From an optimization exercise on the open Yosys and OpenROAD flow, aimed at small area; shortcuts taken in it are not production practice.
Only simulation tests tie the RTL to the original design; equivalence was not proved.

File: flow/design.v
module processing_element(activation, weight, out, clk, rst);
parameter NON_ZERO_WEIGHTS = 108,
          SPECIAL_CASE = 0,
          FRACTIONAL_BITS = 8,
          BIT_SIZE = 16;
output reg signed [BIT_SIZE-1:0] out;
input [BIT_SIZE-1:0] activation, weight;
input clk, rst;
reg [23:0] s_n;        
reg [15:0] d1, d2, d3, d4;   
reg [6:0] cnt;       
reg valid;           
wire load = (cnt == 0);
wire [23:0] nxt;
wire one1;
wire two2;
wire neg3;
wire none4;
wire ntwo5;
wire nx6;
wire nx7;
wire nx8;
wire nx9;
wire nx10;
wire nx11;
wire nx12;
wire nx13;
wire nx14;
wire nx15;
wire nx16;
wire nx17;
wire nx18;
wire nx19;
wire nx20;
wire nx21;
wire pp22;
wire pp23;
wire pp24;
wire pp25;
wire pp26;
wire pp27;
wire pp28;
wire pp29;
wire pp30;
wire pp31;
wire pp32;
wire pp33;
wire pp34;
wire pp35;
wire pp36;
wire pp37;
wire pp38;
wire one39;
wire two40;
wire neg41;
wire none42;
wire ntwo43;
wire nx44;
wire nx45;
wire nx46;
wire nx47;
wire nx48;
wire nx49;
wire nx50;
wire nx51;
wire nx52;
wire nx53;
wire nx54;
wire nx55;
wire nx56;
wire nx57;
wire nx58;
wire nx59;
wire pp60;
wire pp61;
wire pp62;
wire pp63;
wire pp64;
wire pp65;
wire pp66;
wire pp67;
wire pp68;
wire pp69;
wire pp70;
wire pp71;
wire pp72;
wire pp73;
wire pp74;
wire pp75;
wire pp76;
wire one77;
wire two78;
wire neg79;
wire none80;
wire ntwo81;
wire nx82;
wire nx83;
wire nx84;
wire nx85;
wire nx86;
wire nx87;
wire nx88;
wire nx89;
wire nx90;
wire nx91;
wire nx92;
wire nx93;
wire nx94;
wire nx95;
wire nx96;
wire nx97;
wire pp98;
wire pp99;
wire pp100;
wire pp101;
wire pp102;
wire pp103;
wire pp104;
wire pp105;
wire pp106;
wire pp107;
wire pp108;
wire pp109;
wire pp110;
wire pp111;
wire pp112;
wire pp113;
wire pp114;
wire one115;
wire two116;
wire neg117;
wire none118;
wire ntwo119;
wire nx120;
wire nx121;
wire nx122;
wire nx123;
wire nx124;
wire nx125;
wire nx126;
wire nx127;
wire nx128;
wire nx129;
wire nx130;
wire nx131;
wire nx132;
wire nx133;
wire nx134;
wire nx135;
wire pp136;
wire pp137;
wire pp138;
wire pp139;
wire pp140;
wire pp141;
wire pp142;
wire pp143;
wire pp144;
wire pp145;
wire pp146;
wire pp147;
wire pp148;
wire pp149;
wire pp150;
wire pp151;
wire pp152;
wire one153;
wire two154;
wire neg155;
wire none156;
wire ntwo157;
wire nx158;
wire nx159;
wire nx160;
wire nx161;
wire nx162;
wire nx163;
wire nx164;
wire nx165;
wire nx166;
wire nx167;
wire nx168;
wire nx169;
wire nx170;
wire nx171;
wire nx172;
wire nx173;
wire pp174;
wire pp175;
wire pp176;
wire pp177;
wire pp178;
wire pp179;
wire pp180;
wire pp181;
wire pp182;
wire pp183;
wire pp184;
wire pp185;
wire pp186;
wire pp187;
wire pp188;
wire pp189;
wire one190;
wire two191;
wire neg192;
wire none193;
wire ntwo194;
wire nx195;
wire nx196;
wire nx197;
wire nx198;
wire nx199;
wire nx200;
wire nx201;
wire nx202;
wire nx203;
wire nx204;
wire nx205;
wire nx206;
wire nx207;
wire nx208;
wire pp209;
wire pp210;
wire pp211;
wire pp212;
wire pp213;
wire pp214;
wire pp215;
wire pp216;
wire pp217;
wire pp218;
wire pp219;
wire pp220;
wire pp221;
wire pp222;
wire one223;
wire two224;
wire neg225;
wire none226;
wire ntwo227;
wire nx228;
wire nx229;
wire nx230;
wire nx231;
wire nx232;
wire nx233;
wire nx234;
wire nx235;
wire nx236;
wire nx237;
wire nx238;
wire nx239;
wire pp240;
wire pp241;
wire pp242;
wire pp243;
wire pp244;
wire pp245;
wire pp246;
wire pp247;
wire pp248;
wire pp249;
wire pp250;
wire pp251;
wire one252;
wire two253;
wire neg254;
wire none255;
wire ntwo256;
wire nx257;
wire nx258;
wire nx259;
wire nx260;
wire nx261;
wire nx262;
wire nx263;
wire nx264;
wire nx265;
wire nx266;
wire pp267;
wire pp268;
wire pp269;
wire pp270;
wire pp271;
wire pp272;
wire pp273;
wire pp274;
wire pp275;
wire pp276;
wire ac277;
wire ac278;
wire ac279;
wire ac280;
wire ac281;
wire ac282;
wire ac283;
wire ac284;
wire ac285;
wire ac286;
wire ac287;
wire ac288;
wire ac289;
wire ac290;
wire ac291;
wire ac292;
wire ac293;
wire ac294;
wire ac295;
wire ac296;
wire ac297;
wire ac298;
wire ac299;
wire ac300;
wire es301;
wire ec302;
wire es303;
wire ec304;
wire es305;
wire ec306;
wire es307;
wire fs308;
wire fc309;
wire fs310;
wire fc311;
wire fs312;
wire fc313;
wire fs314;
wire fc315;
wire fs316;
wire fc317;
wire fs318;
wire fc319;
wire fs320;
wire fc321;
wire fs322;
wire fc323;
wire fs324;
wire fc325;
wire fs326;
wire fc327;
wire fs328;
wire fc329;
wire fs330;
wire fc331;
wire fs332;
wire fc333;
wire fs334;
wire fc335;
wire fs336;
wire fc337;
wire fs338;
wire fc339;
wire fs340;
wire fc341;
wire fs342;
wire fc343;
wire fs344;
wire fc345;
wire fs346;
wire fc347;
wire hs348;
wire hc349;
wire fs350;
wire fc351;
wire fs352;
wire fc353;
wire fs354;
wire fc355;
wire fs356;
wire fc357;
wire fs358;
wire fc359;
wire fs360;
wire fc361;
wire fs362;
wire fc363;
wire fs364;
wire fc365;
wire fs366;
wire fc367;
wire fs368;
wire fc369;
wire fs370;
wire fc371;
wire fs372;
wire fc373;
wire fs374;
wire fc375;
wire fs376;
wire fc377;
wire fs378;
wire fc379;
wire fs380;
wire fc381;
wire fs382;
wire fc383;
wire hs384;
wire hc385;
wire fs386;
wire fc387;
wire fs388;
wire fc389;
wire fs390;
wire fc391;
wire fs392;
wire fc393;
wire fs394;
wire fc395;
wire fs396;
wire fc397;
wire fs398;
wire fs399;
wire fs400;
wire fc401;
wire fs402;
wire fc403;
wire fs404;
wire fc405;
wire fs406;
wire fc407;
wire fs408;
wire fc409;
wire fs410;
wire fc411;
wire fs412;
wire fc413;
wire fs414;
wire fc415;
wire fs416;
wire fc417;
wire hs418;
wire hc419;
wire fs420;
wire fc421;
wire hs422;
wire hc423;
wire fs424;
wire fc425;
wire fs426;
wire fc427;
wire fs428;
wire fc429;
wire fs430;
wire fc431;
wire fs432;
wire fc433;
wire fs434;
wire fc435;
wire fs436;
wire fc437;
wire fs438;
wire fc439;
wire fs440;
wire fc441;
wire fs442;
wire fc443;
wire fs444;
wire fc445;
wire fs446;
wire fc447;
wire fs448;
wire fc449;
wire fs450;
wire fc451;
wire fs452;
wire fc453;
wire fs454;
wire fc455;
wire fs456;
wire fc457;
wire hs458;
wire hc459;
wire fs460;
wire fc461;
wire fs462;
wire fs463;
wire fc464;
wire fs465;
wire fc466;
wire fs467;
wire fc468;
wire fs469;
wire fc470;
wire fs471;
wire fc472;
wire fs473;
wire fc474;
wire fs475;
wire fc476;
wire fs477;
wire fc478;
wire fs479;
wire fc480;
wire fs481;
wire fc482;
wire fs483;
wire fc484;
wire fs485;
wire fc486;
wire fs487;
wire fc488;
wire fs489;
wire fc490;
wire fs491;
wire fc492;
wire fs493;
wire fc494;
wire fs495;
wire fs496;
wire fc497;
wire fs498;
wire fc499;
wire fs500;
wire fc501;
wire fs502;
wire fc503;
wire fs504;
wire fc505;
wire fs506;
wire fc507;
wire fs508;
wire fc509;
wire fs510;
wire fc511;
wire fs512;
wire fc513;
wire fs514;
wire fc515;
wire fs516;
wire fc517;
wire fs518;
wire fc519;
wire hs520;
wire g521;
wire p522;
wire g523;
wire p524;
wire g525;
wire p526;
wire g527;
wire p528;
wire g529;
wire p530;
wire g531;
wire p532;
wire g533;
wire p534;
wire g535;
wire p536;
wire g537;
wire p538;
wire g539;
wire p540;
wire g541;
wire p542;
wire g543;
wire p544;
wire g545;
wire p546;
wire g547;
wire p548;
wire g549;
wire p550;
wire g551;
wire p552;
wire g553;
wire p554;
wire g555;
wire p556;
wire g557;
wire p558;
wire g559;
wire p560;
wire g561;
wire p562;
wire g563;
wire p564;
wire g565;
wire p566;
wire g567;
wire p568;
wire g569;
wire G570;
wire P571;
wire G572;
wire P573;
wire G574;
wire P575;
wire G576;
wire P577;
wire G578;
wire P579;
wire G580;
wire P581;
wire G582;
wire P583;
wire G584;
wire P585;
wire G586;
wire P587;
wire G588;
wire P589;
wire G590;
wire P591;
wire G592;
wire P593;
wire G594;
wire P595;
wire G596;
wire P597;
wire G598;
wire P599;
wire G600;
wire P601;
wire G602;
wire P603;
wire G604;
wire P605;
wire G606;
wire P607;
wire G608;
wire P609;
wire G610;
wire P611;
wire G612;
wire P613;
wire G614;
wire P615;
wire G616;
wire P617;
wire G618;
wire P619;
wire G620;
wire P621;
wire G622;
wire P623;
wire G624;
wire P625;
wire G626;
wire P627;
wire G628;
wire P629;
wire G630;
wire P631;
wire G632;
wire P633;
wire G634;
wire P635;
wire G636;
wire P637;
wire G638;
wire P639;
wire G640;
wire P641;
wire G642;
wire P643;
wire G644;
wire P645;
wire G646;
wire P647;
wire G648;
wire P649;
wire G650;
wire P651;
wire G652;
wire P653;
wire G654;
wire P655;
wire G656;
wire P657;
wire G658;
wire P659;
wire G660;
wire P661;
wire G662;
wire P663;
wire G664;
wire P665;
wire G666;
wire P667;
wire G668;
wire P669;
wire G670;
wire P671;
wire G672;
wire P673;
assign one1 = weight[0] ^ 1'b0;
assign two2 = (weight[1] & ~weight[0] & ~1'b0) | (~weight[1] & weight[0] & 1'b0);
assign neg3 = weight[1] & ~(weight[0] & 1'b0);
assign none4 = ~one1;
assign ntwo5 = ~two2;
assign nx6 = ~(activation[0] ^ weight[1]);
assign nx7 = ~(activation[1] ^ weight[1]);
assign nx8 = ~(activation[2] ^ weight[1]);
assign nx9 = ~(activation[3] ^ weight[1]);
assign nx10 = ~(activation[4] ^ weight[1]);
assign nx11 = ~(activation[5] ^ weight[1]);
assign nx12 = ~(activation[6] ^ weight[1]);
assign nx13 = ~(activation[7] ^ weight[1]);
assign nx14 = ~(activation[8] ^ weight[1]);
assign nx15 = ~(activation[9] ^ weight[1]);
assign nx16 = ~(activation[10] ^ weight[1]);
assign nx17 = ~(activation[11] ^ weight[1]);
assign nx18 = ~(activation[12] ^ weight[1]);
assign nx19 = ~(activation[13] ^ weight[1]);
assign nx20 = ~(activation[14] ^ weight[1]);
assign nx21 = ~(activation[15] ^ weight[1]);
assign pp22 = ((one1 & ~nx6) | (two2 & weight[1]));
pe_o22ai u_sel1 (.a(none4), .b(nx7), .c(ntwo5), .d(nx6), .y(pp23));
pe_o22ai u_sel2 (.a(none4), .b(nx8), .c(ntwo5), .d(nx7), .y(pp24));
pe_o22ai u_sel3 (.a(none4), .b(nx9), .c(ntwo5), .d(nx8), .y(pp25));
pe_o22ai u_sel4 (.a(none4), .b(nx10), .c(ntwo5), .d(nx9), .y(pp26));
pe_o22ai u_sel5 (.a(none4), .b(nx11), .c(ntwo5), .d(nx10), .y(pp27));
pe_o22ai u_sel6 (.a(none4), .b(nx12), .c(ntwo5), .d(nx11), .y(pp28));
pe_o22ai u_sel7 (.a(none4), .b(nx13), .c(ntwo5), .d(nx12), .y(pp29));
pe_o22ai u_sel8 (.a(none4), .b(nx14), .c(ntwo5), .d(nx13), .y(pp30));
pe_o22ai u_sel9 (.a(none4), .b(nx15), .c(ntwo5), .d(nx14), .y(pp31));
pe_o22ai u_sel10 (.a(none4), .b(nx16), .c(ntwo5), .d(nx15), .y(pp32));
pe_o22ai u_sel11 (.a(none4), .b(nx17), .c(ntwo5), .d(nx16), .y(pp33));
pe_o22ai u_sel12 (.a(none4), .b(nx18), .c(ntwo5), .d(nx17), .y(pp34));
pe_o22ai u_sel13 (.a(none4), .b(nx19), .c(ntwo5), .d(nx18), .y(pp35));
pe_o22ai u_sel14 (.a(none4), .b(nx20), .c(ntwo5), .d(nx19), .y(pp36));
pe_o22ai u_sel15 (.a(none4), .b(nx21), .c(ntwo5), .d(nx20), .y(pp37));
pe_o22a u_sel16 (.a(none4), .b(nx21), .c(ntwo5), .d(nx21), .y(pp38));
assign one39 = weight[2] ^ weight[1];
assign two40 = (weight[3] & ~weight[2] & ~weight[1]) | (~weight[3] & weight[2] & weight[1]);
assign neg41 = weight[3] & ~(weight[2] & weight[1]);
assign none42 = ~one39;
assign ntwo43 = ~two40;
assign nx44 = ~(activation[0] ^ weight[3]);
assign nx45 = ~(activation[1] ^ weight[3]);
assign nx46 = ~(activation[2] ^ weight[3]);
assign nx47 = ~(activation[3] ^ weight[3]);
assign nx48 = ~(activation[4] ^ weight[3]);
assign nx49 = ~(activation[5] ^ weight[3]);
assign nx50 = ~(activation[6] ^ weight[3]);
assign nx51 = ~(activation[7] ^ weight[3]);
assign nx52 = ~(activation[8] ^ weight[3]);
assign nx53 = ~(activation[9] ^ weight[3]);
assign nx54 = ~(activation[10] ^ weight[3]);
assign nx55 = ~(activation[11] ^ weight[3]);
assign nx56 = ~(activation[12] ^ weight[3]);
assign nx57 = ~(activation[13] ^ weight[3]);
assign nx58 = ~(activation[14] ^ weight[3]);
assign nx59 = ~(activation[15] ^ weight[3]);
assign pp60 = ((one39 & ~nx44) | (two40 & weight[3]));
pe_o22ai u_sel17 (.a(none42), .b(nx45), .c(ntwo43), .d(nx44), .y(pp61));
pe_o22ai u_sel18 (.a(none42), .b(nx46), .c(ntwo43), .d(nx45), .y(pp62));
pe_o22ai u_sel19 (.a(none42), .b(nx47), .c(ntwo43), .d(nx46), .y(pp63));
pe_o22ai u_sel20 (.a(none42), .b(nx48), .c(ntwo43), .d(nx47), .y(pp64));
pe_o22ai u_sel21 (.a(none42), .b(nx49), .c(ntwo43), .d(nx48), .y(pp65));
pe_o22ai u_sel22 (.a(none42), .b(nx50), .c(ntwo43), .d(nx49), .y(pp66));
pe_o22ai u_sel23 (.a(none42), .b(nx51), .c(ntwo43), .d(nx50), .y(pp67));
pe_o22ai u_sel24 (.a(none42), .b(nx52), .c(ntwo43), .d(nx51), .y(pp68));
pe_o22ai u_sel25 (.a(none42), .b(nx53), .c(ntwo43), .d(nx52), .y(pp69));
pe_o22ai u_sel26 (.a(none42), .b(nx54), .c(ntwo43), .d(nx53), .y(pp70));
pe_o22ai u_sel27 (.a(none42), .b(nx55), .c(ntwo43), .d(nx54), .y(pp71));
pe_o22ai u_sel28 (.a(none42), .b(nx56), .c(ntwo43), .d(nx55), .y(pp72));
pe_o22ai u_sel29 (.a(none42), .b(nx57), .c(ntwo43), .d(nx56), .y(pp73));
pe_o22ai u_sel30 (.a(none42), .b(nx58), .c(ntwo43), .d(nx57), .y(pp74));
pe_o22ai u_sel31 (.a(none42), .b(nx59), .c(ntwo43), .d(nx58), .y(pp75));
pe_o22a u_sel32 (.a(none42), .b(nx59), .c(ntwo43), .d(nx59), .y(pp76));
assign one77 = weight[4] ^ weight[3];
assign two78 = (weight[5] & ~weight[4] & ~weight[3]) | (~weight[5] & weight[4] & weight[3]);
assign neg79 = weight[5] & ~(weight[4] & weight[3]);
assign none80 = ~one77;
assign ntwo81 = ~two78;
assign nx82 = ~(activation[0] ^ weight[5]);
assign nx83 = ~(activation[1] ^ weight[5]);
assign nx84 = ~(activation[2] ^ weight[5]);
assign nx85 = ~(activation[3] ^ weight[5]);
assign nx86 = ~(activation[4] ^ weight[5]);
assign nx87 = ~(activation[5] ^ weight[5]);
assign nx88 = ~(activation[6] ^ weight[5]);
assign nx89 = ~(activation[7] ^ weight[5]);
assign nx90 = ~(activation[8] ^ weight[5]);
assign nx91 = ~(activation[9] ^ weight[5]);
assign nx92 = ~(activation[10] ^ weight[5]);
assign nx93 = ~(activation[11] ^ weight[5]);
assign nx94 = ~(activation[12] ^ weight[5]);
assign nx95 = ~(activation[13] ^ weight[5]);
assign nx96 = ~(activation[14] ^ weight[5]);
assign nx97 = ~(activation[15] ^ weight[5]);
assign pp98 = ((one77 & ~nx82) | (two78 & weight[5]));
pe_o22ai u_sel33 (.a(none80), .b(nx83), .c(ntwo81), .d(nx82), .y(pp99));
pe_o22ai u_sel34 (.a(none80), .b(nx84), .c(ntwo81), .d(nx83), .y(pp100));
pe_o22ai u_sel35 (.a(none80), .b(nx85), .c(ntwo81), .d(nx84), .y(pp101));
pe_o22ai u_sel36 (.a(none80), .b(nx86), .c(ntwo81), .d(nx85), .y(pp102));
pe_o22ai u_sel37 (.a(none80), .b(nx87), .c(ntwo81), .d(nx86), .y(pp103));
pe_o22ai u_sel38 (.a(none80), .b(nx88), .c(ntwo81), .d(nx87), .y(pp104));
pe_o22ai u_sel39 (.a(none80), .b(nx89), .c(ntwo81), .d(nx88), .y(pp105));
pe_o22ai u_sel40 (.a(none80), .b(nx90), .c(ntwo81), .d(nx89), .y(pp106));
pe_o22ai u_sel41 (.a(none80), .b(nx91), .c(ntwo81), .d(nx90), .y(pp107));
pe_o22ai u_sel42 (.a(none80), .b(nx92), .c(ntwo81), .d(nx91), .y(pp108));
pe_o22ai u_sel43 (.a(none80), .b(nx93), .c(ntwo81), .d(nx92), .y(pp109));
pe_o22ai u_sel44 (.a(none80), .b(nx94), .c(ntwo81), .d(nx93), .y(pp110));
pe_o22ai u_sel45 (.a(none80), .b(nx95), .c(ntwo81), .d(nx94), .y(pp111));
pe_o22ai u_sel46 (.a(none80), .b(nx96), .c(ntwo81), .d(nx95), .y(pp112));
pe_o22ai u_sel47 (.a(none80), .b(nx97), .c(ntwo81), .d(nx96), .y(pp113));
pe_o22a u_sel48 (.a(none80), .b(nx97), .c(ntwo81), .d(nx97), .y(pp114));
assign one115 = weight[6] ^ weight[5];
assign two116 = (weight[7] & ~weight[6] & ~weight[5]) | (~weight[7] & weight[6] & weight[5]);
assign neg117 = weight[7] & ~(weight[6] & weight[5]);
assign none118 = ~one115;
assign ntwo119 = ~two116;
assign nx120 = ~(activation[0] ^ weight[7]);
assign nx121 = ~(activation[1] ^ weight[7]);
assign nx122 = ~(activation[2] ^ weight[7]);
assign nx123 = ~(activation[3] ^ weight[7]);
assign nx124 = ~(activation[4] ^ weight[7]);
assign nx125 = ~(activation[5] ^ weight[7]);
assign nx126 = ~(activation[6] ^ weight[7]);
assign nx127 = ~(activation[7] ^ weight[7]);
assign nx128 = ~(activation[8] ^ weight[7]);
assign nx129 = ~(activation[9] ^ weight[7]);
assign nx130 = ~(activation[10] ^ weight[7]);
assign nx131 = ~(activation[11] ^ weight[7]);
assign nx132 = ~(activation[12] ^ weight[7]);
assign nx133 = ~(activation[13] ^ weight[7]);
assign nx134 = ~(activation[14] ^ weight[7]);
assign nx135 = ~(activation[15] ^ weight[7]);
assign pp136 = ((one115 & ~nx120) | (two116 & weight[7]));
pe_o22ai u_sel49 (.a(none118), .b(nx121), .c(ntwo119), .d(nx120), .y(pp137));
pe_o22ai u_sel50 (.a(none118), .b(nx122), .c(ntwo119), .d(nx121), .y(pp138));
pe_o22ai u_sel51 (.a(none118), .b(nx123), .c(ntwo119), .d(nx122), .y(pp139));
pe_o22ai u_sel52 (.a(none118), .b(nx124), .c(ntwo119), .d(nx123), .y(pp140));
pe_o22ai u_sel53 (.a(none118), .b(nx125), .c(ntwo119), .d(nx124), .y(pp141));
pe_o22ai u_sel54 (.a(none118), .b(nx126), .c(ntwo119), .d(nx125), .y(pp142));
pe_o22ai u_sel55 (.a(none118), .b(nx127), .c(ntwo119), .d(nx126), .y(pp143));
pe_o22ai u_sel56 (.a(none118), .b(nx128), .c(ntwo119), .d(nx127), .y(pp144));
pe_o22ai u_sel57 (.a(none118), .b(nx129), .c(ntwo119), .d(nx128), .y(pp145));
pe_o22ai u_sel58 (.a(none118), .b(nx130), .c(ntwo119), .d(nx129), .y(pp146));
pe_o22ai u_sel59 (.a(none118), .b(nx131), .c(ntwo119), .d(nx130), .y(pp147));
pe_o22ai u_sel60 (.a(none118), .b(nx132), .c(ntwo119), .d(nx131), .y(pp148));
pe_o22ai u_sel61 (.a(none118), .b(nx133), .c(ntwo119), .d(nx132), .y(pp149));
pe_o22ai u_sel62 (.a(none118), .b(nx134), .c(ntwo119), .d(nx133), .y(pp150));
pe_o22ai u_sel63 (.a(none118), .b(nx135), .c(ntwo119), .d(nx134), .y(pp151));
pe_o22a u_sel64 (.a(none118), .b(nx135), .c(ntwo119), .d(nx135), .y(pp152));
assign one153 = weight[8] ^ weight[7];
assign two154 = (weight[9] & ~weight[8] & ~weight[7]) | (~weight[9] & weight[8] & weight[7]);
assign neg155 = weight[9] & ~(weight[8] & weight[7]);
assign none156 = ~one153;
assign ntwo157 = ~two154;
assign nx158 = ~(activation[0] ^ weight[9]);
assign nx159 = ~(activation[1] ^ weight[9]);
assign nx160 = ~(activation[2] ^ weight[9]);
assign nx161 = ~(activation[3] ^ weight[9]);
assign nx162 = ~(activation[4] ^ weight[9]);
assign nx163 = ~(activation[5] ^ weight[9]);
assign nx164 = ~(activation[6] ^ weight[9]);
assign nx165 = ~(activation[7] ^ weight[9]);
assign nx166 = ~(activation[8] ^ weight[9]);
assign nx167 = ~(activation[9] ^ weight[9]);
assign nx168 = ~(activation[10] ^ weight[9]);
assign nx169 = ~(activation[11] ^ weight[9]);
assign nx170 = ~(activation[12] ^ weight[9]);
assign nx171 = ~(activation[13] ^ weight[9]);
assign nx172 = ~(activation[14] ^ weight[9]);
assign nx173 = ~(activation[15] ^ weight[9]);
assign pp174 = ((one153 & ~nx158) | (two154 & weight[9]));
pe_o22ai u_sel65 (.a(none156), .b(nx159), .c(ntwo157), .d(nx158), .y(pp175));
pe_o22ai u_sel66 (.a(none156), .b(nx160), .c(ntwo157), .d(nx159), .y(pp176));
pe_o22ai u_sel67 (.a(none156), .b(nx161), .c(ntwo157), .d(nx160), .y(pp177));
pe_o22ai u_sel68 (.a(none156), .b(nx162), .c(ntwo157), .d(nx161), .y(pp178));
pe_o22ai u_sel69 (.a(none156), .b(nx163), .c(ntwo157), .d(nx162), .y(pp179));
pe_o22ai u_sel70 (.a(none156), .b(nx164), .c(ntwo157), .d(nx163), .y(pp180));
pe_o22ai u_sel71 (.a(none156), .b(nx165), .c(ntwo157), .d(nx164), .y(pp181));
pe_o22ai u_sel72 (.a(none156), .b(nx166), .c(ntwo157), .d(nx165), .y(pp182));
pe_o22ai u_sel73 (.a(none156), .b(nx167), .c(ntwo157), .d(nx166), .y(pp183));
pe_o22ai u_sel74 (.a(none156), .b(nx168), .c(ntwo157), .d(nx167), .y(pp184));
pe_o22ai u_sel75 (.a(none156), .b(nx169), .c(ntwo157), .d(nx168), .y(pp185));
pe_o22ai u_sel76 (.a(none156), .b(nx170), .c(ntwo157), .d(nx169), .y(pp186));
pe_o22ai u_sel77 (.a(none156), .b(nx171), .c(ntwo157), .d(nx170), .y(pp187));
pe_o22ai u_sel78 (.a(none156), .b(nx172), .c(ntwo157), .d(nx171), .y(pp188));
pe_o22ai u_sel79 (.a(none156), .b(nx173), .c(ntwo157), .d(nx172), .y(pp189));
assign one190 = weight[10] ^ weight[9];
assign two191 = (weight[11] & ~weight[10] & ~weight[9]) | (~weight[11] & weight[10] & weight[9]);
assign neg192 = weight[11] & ~(weight[10] & weight[9]);
assign none193 = ~one190;
assign ntwo194 = ~two191;
assign nx195 = ~(activation[0] ^ weight[11]);
assign nx196 = ~(activation[1] ^ weight[11]);
assign nx197 = ~(activation[2] ^ weight[11]);
assign nx198 = ~(activation[3] ^ weight[11]);
assign nx199 = ~(activation[4] ^ weight[11]);
assign nx200 = ~(activation[5] ^ weight[11]);
assign nx201 = ~(activation[6] ^ weight[11]);
assign nx202 = ~(activation[7] ^ weight[11]);
assign nx203 = ~(activation[8] ^ weight[11]);
assign nx204 = ~(activation[9] ^ weight[11]);
assign nx205 = ~(activation[10] ^ weight[11]);
assign nx206 = ~(activation[11] ^ weight[11]);
assign nx207 = ~(activation[12] ^ weight[11]);
assign nx208 = ~(activation[13] ^ weight[11]);
assign pp209 = ((one190 & ~nx195) | (two191 & weight[11]));
pe_o22ai u_sel80 (.a(none193), .b(nx196), .c(ntwo194), .d(nx195), .y(pp210));
pe_o22ai u_sel81 (.a(none193), .b(nx197), .c(ntwo194), .d(nx196), .y(pp211));
pe_o22ai u_sel82 (.a(none193), .b(nx198), .c(ntwo194), .d(nx197), .y(pp212));
pe_o22ai u_sel83 (.a(none193), .b(nx199), .c(ntwo194), .d(nx198), .y(pp213));
pe_o22ai u_sel84 (.a(none193), .b(nx200), .c(ntwo194), .d(nx199), .y(pp214));
pe_o22ai u_sel85 (.a(none193), .b(nx201), .c(ntwo194), .d(nx200), .y(pp215));
pe_o22ai u_sel86 (.a(none193), .b(nx202), .c(ntwo194), .d(nx201), .y(pp216));
pe_o22ai u_sel87 (.a(none193), .b(nx203), .c(ntwo194), .d(nx202), .y(pp217));
pe_o22ai u_sel88 (.a(none193), .b(nx204), .c(ntwo194), .d(nx203), .y(pp218));
pe_o22ai u_sel89 (.a(none193), .b(nx205), .c(ntwo194), .d(nx204), .y(pp219));
pe_o22ai u_sel90 (.a(none193), .b(nx206), .c(ntwo194), .d(nx205), .y(pp220));
pe_o22ai u_sel91 (.a(none193), .b(nx207), .c(ntwo194), .d(nx206), .y(pp221));
pe_o22ai u_sel92 (.a(none193), .b(nx208), .c(ntwo194), .d(nx207), .y(pp222));
assign one223 = weight[12] ^ weight[11];
assign two224 = (weight[13] & ~weight[12] & ~weight[11]) | (~weight[13] & weight[12] & weight[11]);
assign neg225 = weight[13] & ~(weight[12] & weight[11]);
assign none226 = ~one223;
assign ntwo227 = ~two224;
assign nx228 = ~(activation[0] ^ weight[13]);
assign nx229 = ~(activation[1] ^ weight[13]);
assign nx230 = ~(activation[2] ^ weight[13]);
assign nx231 = ~(activation[3] ^ weight[13]);
assign nx232 = ~(activation[4] ^ weight[13]);
assign nx233 = ~(activation[5] ^ weight[13]);
assign nx234 = ~(activation[6] ^ weight[13]);
assign nx235 = ~(activation[7] ^ weight[13]);
assign nx236 = ~(activation[8] ^ weight[13]);
assign nx237 = ~(activation[9] ^ weight[13]);
assign nx238 = ~(activation[10] ^ weight[13]);
assign nx239 = ~(activation[11] ^ weight[13]);
assign pp240 = ((one223 & ~nx228) | (two224 & weight[13]));
pe_o22ai u_sel93 (.a(none226), .b(nx229), .c(ntwo227), .d(nx228), .y(pp241));
pe_o22ai u_sel94 (.a(none226), .b(nx230), .c(ntwo227), .d(nx229), .y(pp242));
pe_o22ai u_sel95 (.a(none226), .b(nx231), .c(ntwo227), .d(nx230), .y(pp243));
pe_o22ai u_sel96 (.a(none226), .b(nx232), .c(ntwo227), .d(nx231), .y(pp244));
pe_o22ai u_sel97 (.a(none226), .b(nx233), .c(ntwo227), .d(nx232), .y(pp245));
pe_o22ai u_sel98 (.a(none226), .b(nx234), .c(ntwo227), .d(nx233), .y(pp246));
pe_o22ai u_sel99 (.a(none226), .b(nx235), .c(ntwo227), .d(nx234), .y(pp247));
pe_o22ai u_sel100 (.a(none226), .b(nx236), .c(ntwo227), .d(nx235), .y(pp248));
pe_o22ai u_sel101 (.a(none226), .b(nx237), .c(ntwo227), .d(nx236), .y(pp249));
pe_o22ai u_sel102 (.a(none226), .b(nx238), .c(ntwo227), .d(nx237), .y(pp250));
pe_o22ai u_sel103 (.a(none226), .b(nx239), .c(ntwo227), .d(nx238), .y(pp251));
assign one252 = weight[14] ^ weight[13];
assign two253 = (weight[15] & ~weight[14] & ~weight[13]) | (~weight[15] & weight[14] & weight[13]);
assign neg254 = weight[15] & ~(weight[14] & weight[13]);
assign none255 = ~one252;
assign ntwo256 = ~two253;
assign nx257 = ~(activation[0] ^ weight[15]);
assign nx258 = ~(activation[1] ^ weight[15]);
assign nx259 = ~(activation[2] ^ weight[15]);
assign nx260 = ~(activation[3] ^ weight[15]);
assign nx261 = ~(activation[4] ^ weight[15]);
assign nx262 = ~(activation[5] ^ weight[15]);
assign nx263 = ~(activation[6] ^ weight[15]);
assign nx264 = ~(activation[7] ^ weight[15]);
assign nx265 = ~(activation[8] ^ weight[15]);
assign nx266 = ~(activation[9] ^ weight[15]);
assign pp267 = ((one252 & ~nx257) | (two253 & weight[15]));
pe_o22ai u_sel104 (.a(none255), .b(nx258), .c(ntwo256), .d(nx257), .y(pp268));
pe_o22ai u_sel105 (.a(none255), .b(nx259), .c(ntwo256), .d(nx258), .y(pp269));
pe_o22ai u_sel106 (.a(none255), .b(nx260), .c(ntwo256), .d(nx259), .y(pp270));
pe_o22ai u_sel107 (.a(none255), .b(nx261), .c(ntwo256), .d(nx260), .y(pp271));
pe_o22ai u_sel108 (.a(none255), .b(nx262), .c(ntwo256), .d(nx261), .y(pp272));
pe_o22ai u_sel109 (.a(none255), .b(nx263), .c(ntwo256), .d(nx262), .y(pp273));
pe_o22ai u_sel110 (.a(none255), .b(nx264), .c(ntwo256), .d(nx263), .y(pp274));
pe_o22ai u_sel111 (.a(none255), .b(nx265), .c(ntwo256), .d(nx264), .y(pp275));
pe_o22ai u_sel112 (.a(none255), .b(nx266), .c(ntwo256), .d(nx265), .y(pp276));
assign ac277 = ~(s_n[0] | load);
assign ac278 = ~(s_n[1] | load);
assign ac279 = ~(s_n[2] | load);
assign ac280 = ~(s_n[3] | load);
assign ac281 = ~(s_n[4] | load);
assign ac282 = ~(s_n[5] | load);
assign ac283 = ~(s_n[6] | load);
assign ac284 = ~(s_n[7] | load);
assign ac285 = ~(s_n[8] | load);
assign ac286 = ~(s_n[9] | load);
assign ac287 = ~(s_n[10] | load);
assign ac288 = ~(s_n[11] | load);
assign ac289 = ~(s_n[12] | load);
assign ac290 = ~(s_n[13] | load);
assign ac291 = ~(s_n[14] | load);
assign ac292 = ~(s_n[15] | load);
assign ac293 = ~(s_n[16] | load);
assign ac294 = ~(s_n[17] | load);
assign ac295 = ~(s_n[18] | load);
assign ac296 = ~(s_n[19] | load);
assign ac297 = ~(s_n[20] | load);
assign ac298 = ~(s_n[21] | load);
assign ac299 = ~(s_n[22] | load);
assign ac300 = ~(s_n[23] | load);
pe_ha u_ha113 (.a(ac291), .b(neg254), .s(es301), .co(ec302));
pe_ha u_ha114 (.a(ac292), .b(ec302), .s(es303), .co(ec304));
assign es305 = ~(ac293 ^ ec304);
assign ec306 = ac293 | ec304;
assign es307 = ~ac294;
pe_fa u_fa115 (.a(ac279), .b(neg41), .c(pp24), .s(fs308), .co(fc309));
pe_fa u_fa116 (.a(ac280), .b(pp25), .c(pp61), .s(fs310), .co(fc311));
pe_fa u_fa117 (.a(ac281), .b(neg79), .c(pp26), .s(fs312), .co(fc313));
pe_fa u_fa118 (.a(ac282), .b(pp27), .c(pp63), .s(fs314), .co(fc315));
pe_fa u_fa119 (.a(ac283), .b(neg117), .c(pp28), .s(fs316), .co(fc317));
pe_fa u_fa120 (.a(pp64), .b(pp100), .c(pp136), .s(fs318), .co(fc319));
pe_fa u_fa121 (.a(ac284), .b(pp29), .c(pp65), .s(fs320), .co(fc321));
pe_fa u_fa122 (.a(ac285), .b(neg155), .c(pp30), .s(fs322), .co(fc323));
pe_fa u_fa123 (.a(pp66), .b(pp102), .c(pp138), .s(fs324), .co(fc325));
pe_fa u_fa124 (.a(ac286), .b(pp31), .c(pp67), .s(fs326), .co(fc327));
pe_fa u_fa125 (.a(pp103), .b(pp139), .c(pp175), .s(fs328), .co(fc329));
pe_fa u_fa126 (.a(ac287), .b(neg192), .c(pp32), .s(fs330), .co(fc331));
pe_fa u_fa127 (.a(pp68), .b(pp104), .c(pp140), .s(fs332), .co(fc333));
pe_fa u_fa128 (.a(ac288), .b(pp33), .c(pp69), .s(fs334), .co(fc335));
pe_fa u_fa129 (.a(pp105), .b(pp141), .c(pp177), .s(fs336), .co(fc337));
pe_fa u_fa130 (.a(ac289), .b(neg225), .c(pp34), .s(fs338), .co(fc339));
pe_fa u_fa131 (.a(pp70), .b(pp106), .c(pp142), .s(fs340), .co(fc341));
pe_fa u_fa132 (.a(pp178), .b(pp211), .c(pp240), .s(fs342), .co(fc343));
pe_fa u_fa133 (.a(ac290), .b(pp35), .c(pp71), .s(fs344), .co(fc345));
pe_fa u_fa134 (.a(pp107), .b(pp143), .c(pp179), .s(fs346), .co(fc347));
pe_ha u_ha135 (.a(pp212), .b(pp241), .s(hs348), .co(hc349));
pe_fa u_fa136 (.a(es301), .b(pp36), .c(pp72), .s(fs350), .co(fc351));
pe_fa u_fa137 (.a(pp108), .b(pp144), .c(pp180), .s(fs352), .co(fc353));
pe_fa u_fa138 (.a(pp213), .b(pp242), .c(pp267), .s(fs354), .co(fc355));
pe_fa u_fa139 (.a(es303), .b(pp37), .c(pp73), .s(fs356), .co(fc357));
pe_fa u_fa140 (.a(pp109), .b(pp145), .c(pp181), .s(fs358), .co(fc359));
pe_fa u_fa141 (.a(pp214), .b(pp243), .c(pp268), .s(fs360), .co(fc361));
pe_fa u_fa142 (.a(pp38), .b(pp74), .c(pp110), .s(fs362), .co(fc363));
pe_fa u_fa143 (.a(pp146), .b(pp182), .c(pp215), .s(fs364), .co(fc365));
pe_fa u_fa144 (.a(pp244), .b(pp269), .c(es305), .s(fs366), .co(fc367));
pe_fa u_fa145 (.a(es307), .b(pp75), .c(pp111), .s(fs368), .co(fc369));
pe_fa u_fa146 (.a(pp147), .b(pp183), .c(pp216), .s(fs370), .co(fc371));
pe_fa u_fa147 (.a(pp245), .b(pp270), .c(ec306), .s(fs372), .co(fc373));
pe_fa u_fa148 (.a(ac295), .b(ac294), .c(pp76), .s(fs374), .co(fc375));
pe_fa u_fa149 (.a(pp112), .b(pp148), .c(pp184), .s(fs376), .co(fc377));
pe_fa u_fa150 (.a(pp217), .b(pp246), .c(pp271), .s(fs378), .co(fc379));
pe_fa u_fa151 (.a(1'b1), .b(ac296), .c(pp113), .s(fs380), .co(fc381));
pe_fa u_fa152 (.a(pp149), .b(pp185), .c(pp218), .s(fs382), .co(fc383));
pe_ha u_ha153 (.a(pp247), .b(pp272), .s(hs384), .co(hc385));
pe_fa u_fa154 (.a(ac297), .b(pp114), .c(pp150), .s(fs386), .co(fc387));
pe_fa u_fa155 (.a(pp186), .b(pp219), .c(pp248), .s(fs388), .co(fc389));
pe_fa u_fa156 (.a(1'b1), .b(ac298), .c(pp151), .s(fs390), .co(fc391));
pe_fa u_fa157 (.a(pp187), .b(pp220), .c(pp249), .s(fs392), .co(fc393));
pe_fa u_fa158 (.a(ac299), .b(pp152), .c(pp188), .s(fs394), .co(fc395));
pe_fa u_fa159 (.a(pp221), .b(pp250), .c(pp275), .s(fs396), .co(fc397));
assign fs398 = 1'b1 ^ ac300 ^ pp189;
assign fs399 = pp222 ^ pp251 ^ pp276;
pe_fa u_fa160 (.a(pp62), .b(pp98), .c(fc311), .s(fs400), .co(fc401));
pe_fa u_fa161 (.a(pp99), .b(fc313), .c(fs314), .s(fs402), .co(fc403));
pe_fa u_fa162 (.a(fc315), .b(fs316), .c(fs318), .s(fs404), .co(fc405));
pe_fa u_fa163 (.a(pp101), .b(pp137), .c(fc317), .s(fs406), .co(fc407));
pe_fa u_fa164 (.a(pp174), .b(fc321), .c(fs322), .s(fs408), .co(fc409));
pe_fa u_fa165 (.a(fc323), .b(fc325), .c(fs326), .s(fs410), .co(fc411));
pe_fa u_fa166 (.a(pp176), .b(pp209), .c(fc327), .s(fs412), .co(fc413));
pe_fa u_fa167 (.a(fc329), .b(fs330), .c(fs332), .s(fs414), .co(fc415));
pe_fa u_fa168 (.a(pp210), .b(fc331), .c(fc333), .s(fs416), .co(fc417));
pe_ha u_ha169 (.a(fs334), .b(fs336), .s(hs418), .co(hc419));
pe_fa u_fa170 (.a(fc335), .b(fc337), .c(fs338), .s(fs420), .co(fc421));
pe_ha u_ha171 (.a(fs340), .b(fs342), .s(hs422), .co(hc423));
pe_fa u_fa172 (.a(hs348), .b(fc339), .c(fc341), .s(fs424), .co(fc425));
pe_fa u_fa173 (.a(fc343), .b(fs344), .c(fs346), .s(fs426), .co(fc427));
pe_fa u_fa174 (.a(hc349), .b(fc345), .c(fc347), .s(fs428), .co(fc429));
pe_fa u_fa175 (.a(fs350), .b(fs352), .c(fs354), .s(fs430), .co(fc431));
pe_fa u_fa176 (.a(fc351), .b(fc353), .c(fc355), .s(fs432), .co(fc433));
pe_fa u_fa177 (.a(fs356), .b(fs358), .c(fs360), .s(fs434), .co(fc435));
pe_fa u_fa178 (.a(fc357), .b(fc359), .c(fc361), .s(fs436), .co(fc437));
pe_fa u_fa179 (.a(fs362), .b(fs364), .c(fs366), .s(fs438), .co(fc439));
pe_fa u_fa180 (.a(fc363), .b(fc365), .c(fs368), .s(fs440), .co(fc441));
pe_fa u_fa181 (.a(fs370), .b(fc367), .c(fs372), .s(fs442), .co(fc443));
pe_fa u_fa182 (.a(fc369), .b(fc371), .c(fs374), .s(fs444), .co(fc445));
pe_fa u_fa183 (.a(fs376), .b(fs378), .c(fc373), .s(fs446), .co(fc447));
pe_fa u_fa184 (.a(hs384), .b(fc375), .c(fc377), .s(fs448), .co(fc449));
pe_fa u_fa185 (.a(fc379), .b(fs380), .c(fs382), .s(fs450), .co(fc451));
pe_fa u_fa186 (.a(pp273), .b(hc385), .c(fc381), .s(fs452), .co(fc453));
pe_fa u_fa187 (.a(fc383), .b(fs386), .c(fs388), .s(fs454), .co(fc455));
pe_fa u_fa188 (.a(pp274), .b(fc387), .c(fc389), .s(fs456), .co(fc457));
pe_ha u_ha189 (.a(fs390), .b(fs392), .s(hs458), .co(hc459));
pe_fa u_fa190 (.a(fc391), .b(fc393), .c(fs394), .s(fs460), .co(fc461));
assign fs462 = fc395 ^ fc397 ^ fs398;
pe_fa u_fa191 (.a(fc319), .b(fs320), .c(fc405), .s(fs463), .co(fc464));
pe_fa u_fa192 (.a(fs324), .b(fc407), .c(fs408), .s(fs465), .co(fc466));
pe_fa u_fa193 (.a(fs328), .b(fc409), .c(fs410), .s(fs467), .co(fc468));
pe_fa u_fa194 (.a(fc411), .b(fs412), .c(fs414), .s(fs469), .co(fc470));
pe_fa u_fa195 (.a(hs418), .b(fc413), .c(fc415), .s(fs471), .co(fc472));
pe_fa u_fa196 (.a(hc419), .b(hs422), .c(fc417), .s(fs473), .co(fc474));
pe_fa u_fa197 (.a(hc423), .b(fc421), .c(fs424), .s(fs475), .co(fc476));
pe_fa u_fa198 (.a(fc425), .b(fc427), .c(fs428), .s(fs477), .co(fc478));
pe_fa u_fa199 (.a(fc429), .b(fc431), .c(fs432), .s(fs479), .co(fc480));
pe_fa u_fa200 (.a(fc433), .b(fc435), .c(fs436), .s(fs481), .co(fc482));
pe_fa u_fa201 (.a(fc437), .b(fs440), .c(fc439), .s(fs483), .co(fc484));
pe_fa u_fa202 (.a(fc441), .b(fs444), .c(fc443), .s(fs485), .co(fc486));
pe_fa u_fa203 (.a(fc445), .b(fs448), .c(fc447), .s(fs487), .co(fc488));
pe_fa u_fa204 (.a(fc449), .b(fc451), .c(fs452), .s(fs489), .co(fc490));
pe_fa u_fa205 (.a(hs458), .b(fc453), .c(fc455), .s(fs491), .co(fc492));
pe_fa u_fa206 (.a(fs396), .b(hc459), .c(fc457), .s(fs493), .co(fc494));
assign fs495 = fs399 ^ fc461 ^ fs462;
pe_fa u_fa207 (.a(fs416), .b(fc470), .c(fs471), .s(fs496), .co(fc497));
pe_fa u_fa208 (.a(fs420), .b(fc472), .c(fs473), .s(fs498), .co(fc499));
pe_fa u_fa209 (.a(fs426), .b(fc474), .c(fs475), .s(fs500), .co(fc501));
pe_fa u_fa210 (.a(fs430), .b(fc476), .c(fs477), .s(fs502), .co(fc503));
pe_fa u_fa211 (.a(fs434), .b(fc478), .c(fs479), .s(fs504), .co(fc505));
pe_fa u_fa212 (.a(fs438), .b(fc480), .c(fs481), .s(fs506), .co(fc507));
pe_fa u_fa213 (.a(fs442), .b(fc482), .c(fs483), .s(fs508), .co(fc509));
pe_fa u_fa214 (.a(fs446), .b(fc484), .c(fs485), .s(fs510), .co(fc511));
pe_fa u_fa215 (.a(fs450), .b(fc486), .c(fs487), .s(fs512), .co(fc513));
pe_fa u_fa216 (.a(fs454), .b(fc488), .c(fs489), .s(fs514), .co(fc515));
pe_fa u_fa217 (.a(fs456), .b(fc490), .c(fs491), .s(fs516), .co(fc517));
pe_fa u_fa218 (.a(fs460), .b(fc492), .c(fs493), .s(fs518), .co(fc519));
assign hs520 = fc494 ^ fs495;
assign g521 = neg3 & pp22;
assign p522 = neg3 ^ pp22;
assign g523 = ac278 & pp23;
assign p524 = ac278 ^ pp23;
assign g525 = pp60 & fs308;
assign p526 = pp60 ^ fs308;
assign g527 = fc309 & fs310;
assign p528 = fc309 ^ fs310;
assign g529 = fs312 & fs400;
assign p530 = fs312 ^ fs400;
assign g531 = fc401 & fs402;
assign p532 = fc401 ^ fs402;
assign g533 = fc403 & fs404;
assign p534 = fc403 ^ fs404;
assign g535 = fs406 & fs463;
assign p536 = fs406 ^ fs463;
assign g537 = fc464 & fs465;
assign p538 = fc464 ^ fs465;
assign g539 = fc466 & fs467;
assign p540 = fc466 ^ fs467;
assign g541 = fc468 & fs469;
assign p542 = fc468 ^ fs469;
assign g543 = fs496 & 1'b0;
assign p544 = fs496 ^ 1'b0;
assign g545 = fc497 & fs498;
assign p546 = fc497 ^ fs498;
assign g547 = fc499 & fs500;
assign p548 = fc499 ^ fs500;
assign g549 = fc501 & fs502;
assign p550 = fc501 ^ fs502;
assign g551 = fc503 & fs504;
assign p552 = fc503 ^ fs504;
assign g553 = fc505 & fs506;
assign p554 = fc505 ^ fs506;
assign g555 = fc507 & fs508;
assign p556 = fc507 ^ fs508;
assign g557 = fc509 & fs510;
assign p558 = fc509 ^ fs510;
assign g559 = fc511 & fs512;
assign p560 = fc511 ^ fs512;
assign g561 = fc513 & fs514;
assign p562 = fc513 ^ fs514;
assign g563 = fc515 & fs516;
assign p564 = fc515 ^ fs516;
assign g565 = fc517 & fs518;
assign p566 = fc517 ^ fs518;
assign g567 = fc519 & hs520;
assign p568 = fc519 ^ hs520;
assign g569 = (neg3 & pp22) | (neg3 & ac277) | (pp22 & ac277);
assign G570 = g523 | (p524 & g569);
assign P571 = p524 & p522;
assign G572 = g527 | (p528 & g525);
assign P573 = p528 & p526;
assign G574 = g531 | (p532 & g529);
assign P575 = p532 & p530;
assign G576 = g535 | (p536 & g533);
assign P577 = p536 & p534;
assign G578 = g539 | (p540 & g537);
assign P579 = p540 & p538;
assign G580 = g543 | (p544 & g541);
assign P581 = p544 & p542;
assign G582 = g547 | (p548 & g545);
assign P583 = p548 & p546;
assign G584 = g551 | (p552 & g549);
assign P585 = p552 & p550;
assign G586 = g555 | (p556 & g553);
assign P587 = p556 & p554;
assign G588 = g559 | (p560 & g557);
assign P589 = p560 & p558;
assign G590 = g563 | (p564 & g561);
assign P591 = p564 & p562;
assign G592 = g567 | (p568 & g565);
assign P593 = p568 & p566;
assign G594 = g525 | (p526 & G570);
assign P595 = p526 & P571;
assign G596 = G572 | (P573 & G570);
assign P597 = P573 & P571;
assign G598 = g533 | (p534 & G574);
assign P599 = p534 & P575;
assign G600 = G576 | (P577 & G574);
assign P601 = P577 & P575;
assign G602 = g541 | (p542 & G578);
assign P603 = p542 & P579;
assign G604 = G580 | (P581 & G578);
assign P605 = P581 & P579;
assign G606 = g549 | (p550 & G582);
assign P607 = p550 & P583;
assign G608 = G584 | (P585 & G582);
assign P609 = P585 & P583;
assign G610 = g557 | (p558 & G586);
assign P611 = p558 & P587;
assign G612 = G588 | (P589 & G586);
assign P613 = P589 & P587;
assign G614 = g565 | (p566 & G590);
assign P615 = p566 & P591;
assign G616 = G592 | (P593 & G590);
assign P617 = P593 & P591;
assign G618 = g529 | (p530 & G596);
assign P619 = p530 & P597;
assign G620 = G574 | (P575 & G596);
assign P621 = P575 & P597;
assign G622 = G598 | (P599 & G596);
assign P623 = P599 & P597;
assign G624 = G600 | (P601 & G596);
assign P625 = P601 & P597;
assign G626 = g545 | (p546 & G604);
assign P627 = p546 & P605;
assign G628 = G582 | (P583 & G604);
assign P629 = P583 & P605;
assign G630 = G606 | (P607 & G604);
assign P631 = P607 & P605;
assign G632 = G608 | (P609 & G604);
assign P633 = P609 & P605;
assign G634 = g561 | (p562 & G612);
assign P635 = p562 & P613;
assign G636 = G590 | (P591 & G612);
assign P637 = P591 & P613;
assign G638 = G614 | (P615 & G612);
assign P639 = P615 & P613;
assign G640 = G616 | (P617 & G612);
assign P641 = P617 & P613;
assign G642 = g537 | (p538 & G624);
assign P643 = p538 & P625;
assign G644 = G578 | (P579 & G624);
assign P645 = P579 & P625;
assign G646 = G602 | (P603 & G624);
assign P647 = P603 & P625;
assign G648 = G604 | (P605 & G624);
assign P649 = P605 & P625;
assign G650 = G626 | (P627 & G624);
assign P651 = P627 & P625;
assign G652 = G628 | (P629 & G624);
assign P653 = P629 & P625;
assign G654 = G630 | (P631 & G624);
assign P655 = P631 & P625;
assign G656 = G632 | (P633 & G624);
assign P657 = P633 & P625;
assign G658 = g553 | (p554 & G656);
assign P659 = p554 & P657;
assign G660 = G586 | (P587 & G656);
assign P661 = P587 & P657;
assign G662 = G610 | (P611 & G656);
assign P663 = P611 & P657;
assign G664 = G612 | (P613 & G656);
assign P665 = P613 & P657;
assign G666 = G634 | (P635 & G656);
assign P667 = P635 & P657;
assign G668 = G636 | (P637 & G656);
assign P669 = P637 & P657;
assign G670 = G638 | (P639 & G656);
assign P671 = P639 & P657;
assign G672 = G640 | (P641 & G656);
assign P673 = P641 & P657;
assign nxt[0] = p522 ^ ac277;
assign nxt[1] = (p524 ^ g569);
assign nxt[2] = (p526 ^ G570);
assign nxt[3] = (p528 ^ G594);
assign nxt[4] = (p530 ^ G596);
assign nxt[5] = (p532 ^ G618);
assign nxt[6] = (p534 ^ G620);
assign nxt[7] = (p536 ^ G622);
assign nxt[8] = (p538 ^ G624);
assign nxt[9] = (p540 ^ G642);
assign nxt[10] = (p542 ^ G644);
assign nxt[11] = (p544 ^ G646);
assign nxt[12] = (p546 ^ G648);
assign nxt[13] = (p548 ^ G650);
assign nxt[14] = (p550 ^ G652);
assign nxt[15] = (p552 ^ G654);
assign nxt[16] = (p554 ^ G656);
assign nxt[17] = (p556 ^ G658);
assign nxt[18] = (p558 ^ G660);
assign nxt[19] = (p560 ^ G662);
assign nxt[20] = (p562 ^ G664);
assign nxt[21] = (p564 ^ G666);
assign nxt[22] = (p566 ^ G668);
assign nxt[23] = (p568 ^ G670);
always @(posedge clk) begin
  s_n <= ~nxt;
  d1 <= s_n[FRACTIONAL_BITS+15:FRACTIONAL_BITS];
  d2 <= d1;
  d3 <= d2;
  d4 <= d3;
  if (!rst) begin
    cnt <= 0;
    valid <= 1'b0;
    out <= 0;
  end else begin
    cnt <= (cnt == NON_ZERO_WEIGHTS - 1) ? 7'd0 : cnt + 7'd1;
    valid <= valid | (cnt == 4);
    out <= valid ? ~d4 : 16'd0;
  end
end
endmodule
module pe_fa(a, b, c, s, co);
input a, b, c;
output s, co;
assign s = a ^ b ^ c;
assign co = (a & b) | (a & c) | (b & c);
endmodule
module pe_o22ai(a, b, c, d, y);
input a, b, c, d;
output y;
assign y = ~((a | b) & (c | d));
endmodule
module pe_o22a(a, b, c, d, y);
input a, b, c, d;
output y;
assign y = (a | b) & (c | d);
endmodule
module pe_ha(a, b, s, co);
input a, b;
output s, co;
assign s = a ^ b;
assign co = a & b;
endmodule
File: flow/flow/run.sh
#!/bin/bash
# The standard layout (standard.sh, unchanged synthesis) with a few ORFS knobs:
#  - ports buffered with the smallest buffer instead of ORFS's default pick,
#  - synthesis buffers removed before placement (repair_design re-buffers),
#  - power recovery (downsizing of non-critical cells) after global routing,
#  - CTS without dummy load cells.
# All tool output goes to standard_flow.log here and ORFS's own logs under orfs/logs.
set -euo pipefail
export BUFFER_PORTS_ARGS="-buffer_cell sky130_fd_sc_hd__buf_1"
export REMOVE_ABC_BUFFERS=1
export RECOVER_POWER=100
export CTS_ARGS="-sink_clustering_enable -repair_clock_nets -buf_list sky130_fd_sc_hd__clkbuf_8 -dont_use_dummy_load"
bash standard.sh > standard_flow.log 2>&1
File: flow/standard.sh
#!/bin/bash
# synth_recipe.tcl (not shown) runs the flow's synth.tcl, then flattens the netlist and writes it again
# the make line also repeats each setting of config.mk as NAME=value (left out here)
make -C /OpenROAD-flow-scripts/flow DESIGN_CONFIG=/design/flow/config.mk WORK_HOME=/design/flow/orfs CLKGATE_MAP_FILE= SYNTH_SCRIPT=/design/flow/synth_recipe.tcl "${@:-finish}"
File: flow/config.mk
export PLATFORM = sky130hd
export DESIGN_NAME = processing_element
export DESIGN_NICKNAME = processing_element
export VERILOG_FILES = /design/flow/design.v
export SDC_FILE = /design/flow/constraint.sdc
export NUM_CORES = 4
export LEC_CHECK = 0
export CAP_MARGIN = 0
export CORE_MARGIN = 2
export CORE_UTILIZATION = 40
export CTS_BUF_LIST = sky130_fd_sc_hd__clkbuf_8
export GPL_TIMING_DRIVEN = 0
export SLEW_MARGIN = 0
export SYNTH_HIERARCHICAL = 1
File: flow/constraint.sdc
create_clock -name core_clock -period 6.5 [get_ports {clk}]
set_input_delay 1.3000 -clock core_clock [delete_from_list [all_inputs] [get_ports {clk}]]
set_output_delay 1.3000 -clock core_clock [all_outputs]
set_load 0.01 [all_outputs]
==> results.sh <==
export IMPL_route_detailed_drc=0
export IMPL_cts_reportedPaths_clkPinSlew_ns=0.10
export IMPL_cts_buffers=9
export IMPL_drive_above_1_share_pct=4.06
export IMPL_dr_pass1_iters=7
export IMPL_rsz0062_at_grt="no"
export IMPL_period_minus_slack_ns=6.18
export IMPL_r2r_start="cnt[0]$_SDFF_PP0_"
export IMPL_reg2reg_slack_ns=0.92
export IMPL_finalInstanceArea_um2=8490
export IMPL_slew_violations=0
export IMPL_placed_area_um2=8340
export IMPL_ys_ff_latch=112
export IMPL_ys_seq_area_share_pct=28.2
export IMPL_placed_cells=1020
export IMPL_viasPerCell=5.06
export IMPL_grt_antenna_before_repair=0
export IMPL_clock_skew_final_ns=0.0320
export IMPL_core_area_um2=19500
export IMPL_ant_nets=0
export IMPL_root_buffer="clkbuf_8"
export IMPL_finalWorstSetupSlack_ns=0.321
export IMPL_fp_row_count=51
export IMPL_wl_per_cell_um=15.2
export IMPL_port_buffers=49
export IMPL_syn_area_per_cell_um2=10.7
export IMPL_synth_edf_count=0
export IMPL_path_class="input pin to flip-flop"
export IMPL_insertion_delay_ns=0.36
export IMPL_run_status="no timing/DRC/antenna violations"
export IMPL_dr_wl_met2_mm=6.82
export IMPL_cp_endpoint="s_n[22]$_DFF_P_"
export IMPL_cp_data_arrival_time_ns=6.48
export IMPL_place_worst_setup_slack_ns=-0.799
export IMPL_start_util_pct=40.8
export IMPL_synthMuxAreaShare_pct=0
export IMPL_synth_xor_area_share_pct=16.0
export IMPL_finalHoldViolCount=0
export IMPL_wl_met1_mm=7.92
export IMPL_cts_path_max_buffers=2
export IMPL_routed_wl_mm=15.6
export IMPL_synth_top_family_by_area="adder cells"
export IMPL_synth_compound_area_share_pct=13.4
export IMPL_crit_required_ns=6.80
export IMPL_die_y_um=145
export IMPL_synthCells=742
export IMPL_worstSetupStartpoint="weight[7]"
export IMPL_htreeDepth=3
export IMPL_place_congestion=0.883
export IMPL_reg2reg_to="s_n[22]$_DFF_P_"
export IMPL_startpoint_type="input pin"
export IMPL_cts_tree="built"
export IMPL_synth_simple_area_share_pct=7.02
export IMPL_reg2regPathDepth=24
export IMPL_diodes=0
export IMPL_dpl_hpwl_mm=13.3
export IMPL_finish_net_count=942
export IMPL_critPathCaptureType="flip-flop"
export IMPL_tightest_slew_ns=0.802
export IMPL_pin_count=50
export IMPL_max_slew_margin_pct=46.5
export IMPL_syn2layout_area_growth_pct=6.83
export IMPL_met3_length_um=710
export IMPL_final_core_util_pct=43.6
export IMPL_max_freq_mhz=162
export IMPL_finalCritPeriodShare_pct=95.1
export IMPL_grt_pass1_vias=5144
export IMPL_dieArea_um2=21000
export IMPL_cts_sinks=112
export IMPL_synth_area_um2=7950
export IMPL_chipWidth_um=145
export IMPL_num_vias=5204
export IMPL_fin_cells=1029
export IMPL_grt_overflow=0
export IMPL_ys_warnings_count=7
export IMPL_worstPathMaxFanout=22
export IMPL_finalSetupViolations=0
export IMPL_yosysUniqueCellTypes=45
export IMPL_gr_usage_all_layers_pct=15.6
export IMPL_top_layer_used="met4"
export IMPL_grt_pass1_wl_mm=26.7
export IMPL_grt_max_degree=25
export IMPL_async_reset_ff_share_pct=0
export IMPL_synthAdderAreaFrac_pct=32.3
export IMPL_hold_class="flip-flop to flip-flop"
export IMPL_yosys_most_used_dff="dfxtp_1"
export IMPL_drt_iter0_markers=239
export IMPL_maxCapViolCount=0
[cell usage in the layout, fill, tap and decap left out, drive strengths merged, types with 6 or more instances in the layout]
cell type  count
a21o           6
nor2b         18
nor3b          8
fa           105
o21bai         6
nor2          53
ha            37
o22ai        109
buf           42
dfxtp        112
o21ai          8
inv           27
xnor2        138
or2            6
nand2         11
xor2           7
clkbuf        16
a21oi         16
[cell usage after synthesis (all sizes together), types with 2 or more instances]
master	n	area, um2
xnor2	138	1210
o21bai	6	45.0
xor2	7	61.3
inv	27	101
o21ai	8	40.0
ha	37	463
clkbuf	32	120
nor3b	8	65.1
nor2	53	199
fa	105	2100
nand2	11	41.3
o211ai	3	27.5
nor4	2	12.5
nor2b	18	113
a211oi	2	15.0
o22ai	109	682
buf	6	26.3
nand3	5	25.0
and3	2	12.5
o21a	2	15.0
a21oi	16	87.6
o22a	4	35.0
or2	6	40.0
nand2b	4	25.0
a21o	6	45.0
a31oi	3	18.8
dfxtp	112	2240
[stage by stage]
step	setup TNS [ns]	hold slack, ns
6_report	0	0.313
3_5_place_dp	-6.45	0.312
2_1_floorplan	0	0.310
3_3_place_gp	-5.77	0.313
4_1_cts	0	0.312
5_1_grt	0	0.319
[critical path: stages]
cell and delay [ns]:
clkdlybuf4s15_2 0.48, nor3b_1 0.31, a21oi_2 0.60, o22ai_1 0.20, fa_1 0.52, fa_1 0.50, fa_1 0.53, fa_1 0.42
ha_1 0.36, a21o_1 0.21, a31oi_1 0.24, nor2_1 0.08, a21oi_1 0.21, nand3b_1 0.14, a21oi_1 0.20, xor2_1 0.16
[how the worst min path moves through the flow]
stage	from	end	depth (start not counted)
after floorplan	d1[0]$_DFF_P_	d2[0]$_DFF_P_	0
after global placement	d1[12]$_DFF_P_	d2[12]$_DFF_P_	0
after detailed placement	d2[12]$_DFF_P_	d3[12]$_DFF_P_	0
after CTS	d1[2]$_DFF_P_	d2[2]$_DFF_P_	0
after global routing	d2[12]$_DFF_P_	d3[12]$_DFF_P_	0
final	d1[2]$_DFF_P_	d2[2]$_DFF_P_	0
[per-layer routing]
| layer | track usage (%) | up-vias |
|---|---|---|
| met2 | 24.7 | 128 |
| met5 | 0 | - |
| met3 | 1.95 | 13 |
| met1 | 22.6 | 2477 |
| met4 | 3.96 | 0 |
| li1 | - | 2586 |
[logic make-up (layout without fill, tap and decap cells)]
family                     Yosys count  count (layout)
AOI/OAI and AO/OA                  164             164
xor gates and xnor gates           145             145
adders and majority gates          142             142
and+or+nand+nor                    113             113
DFF                                112             112
buffers and inverters               65              86
other                                1               2
[per-module statistics from Yosys, one instance, submodules excluded]
module | area [um2] | times used | flip-flops and latches
pe_ha | 12.5 | 7 | 0
pe_fa | 20.0 | 99 | 0
pe_o22a | 8.76 | 4 | 0
processing_element | 5170 | 1 | 112
pe_o22ai | 6.26 | 108 | 0
[what timing repair did]
item	CTS	global route
gates resized for setup	11	9
setup endpoints to repair	10	9
hold buffers	0	0
setup buffers	0	0
[registers in the layout, indices dropped and copies added, names as in the netlist]
name and flops:
d1 16, d2 16, out 16, valid 1
cnt 7, s_n 24, d3 16, d4 16
[area by class of cell]
type	count	area, um2
well taps	265	332
clock buffers	9	124
flip-flops and latches	112	2240
inverters	27	101
repair buffers	50	214
multi-input cells	566	5480
fillers	1895	11000

==> separate check: timing with driven ports <==
Ports are ideal in the flow. The routed layout listed here was re-timed in OpenROAD.
Step 1, drivers: a clkbuf_16 drives clk and a buf_2 each remaining input, both assumed.
Step 2 adds t to the input delays and takes it off the output delays; t is the mean of the earliest and latest rising clock arrival at the registers after step 1. Input paths then give back, and output paths get back, about the clock's delay inside the block.
Slacks: no drivers / after step 1 / after step 2; pairs: no drivers / after step 1.
shift t [ns]: 0.379
setup WS [ns]: 0.321 / 0.334 / -0.045
worst setup path at the end: input to register
worst slew at a driven data input, ns: 0.03
With both steps, setup timing fails in this run, where it was met with ideal ports. The setup slack of this run moves by +0.013 ns with the drivers and by -0.366 ns with both steps.
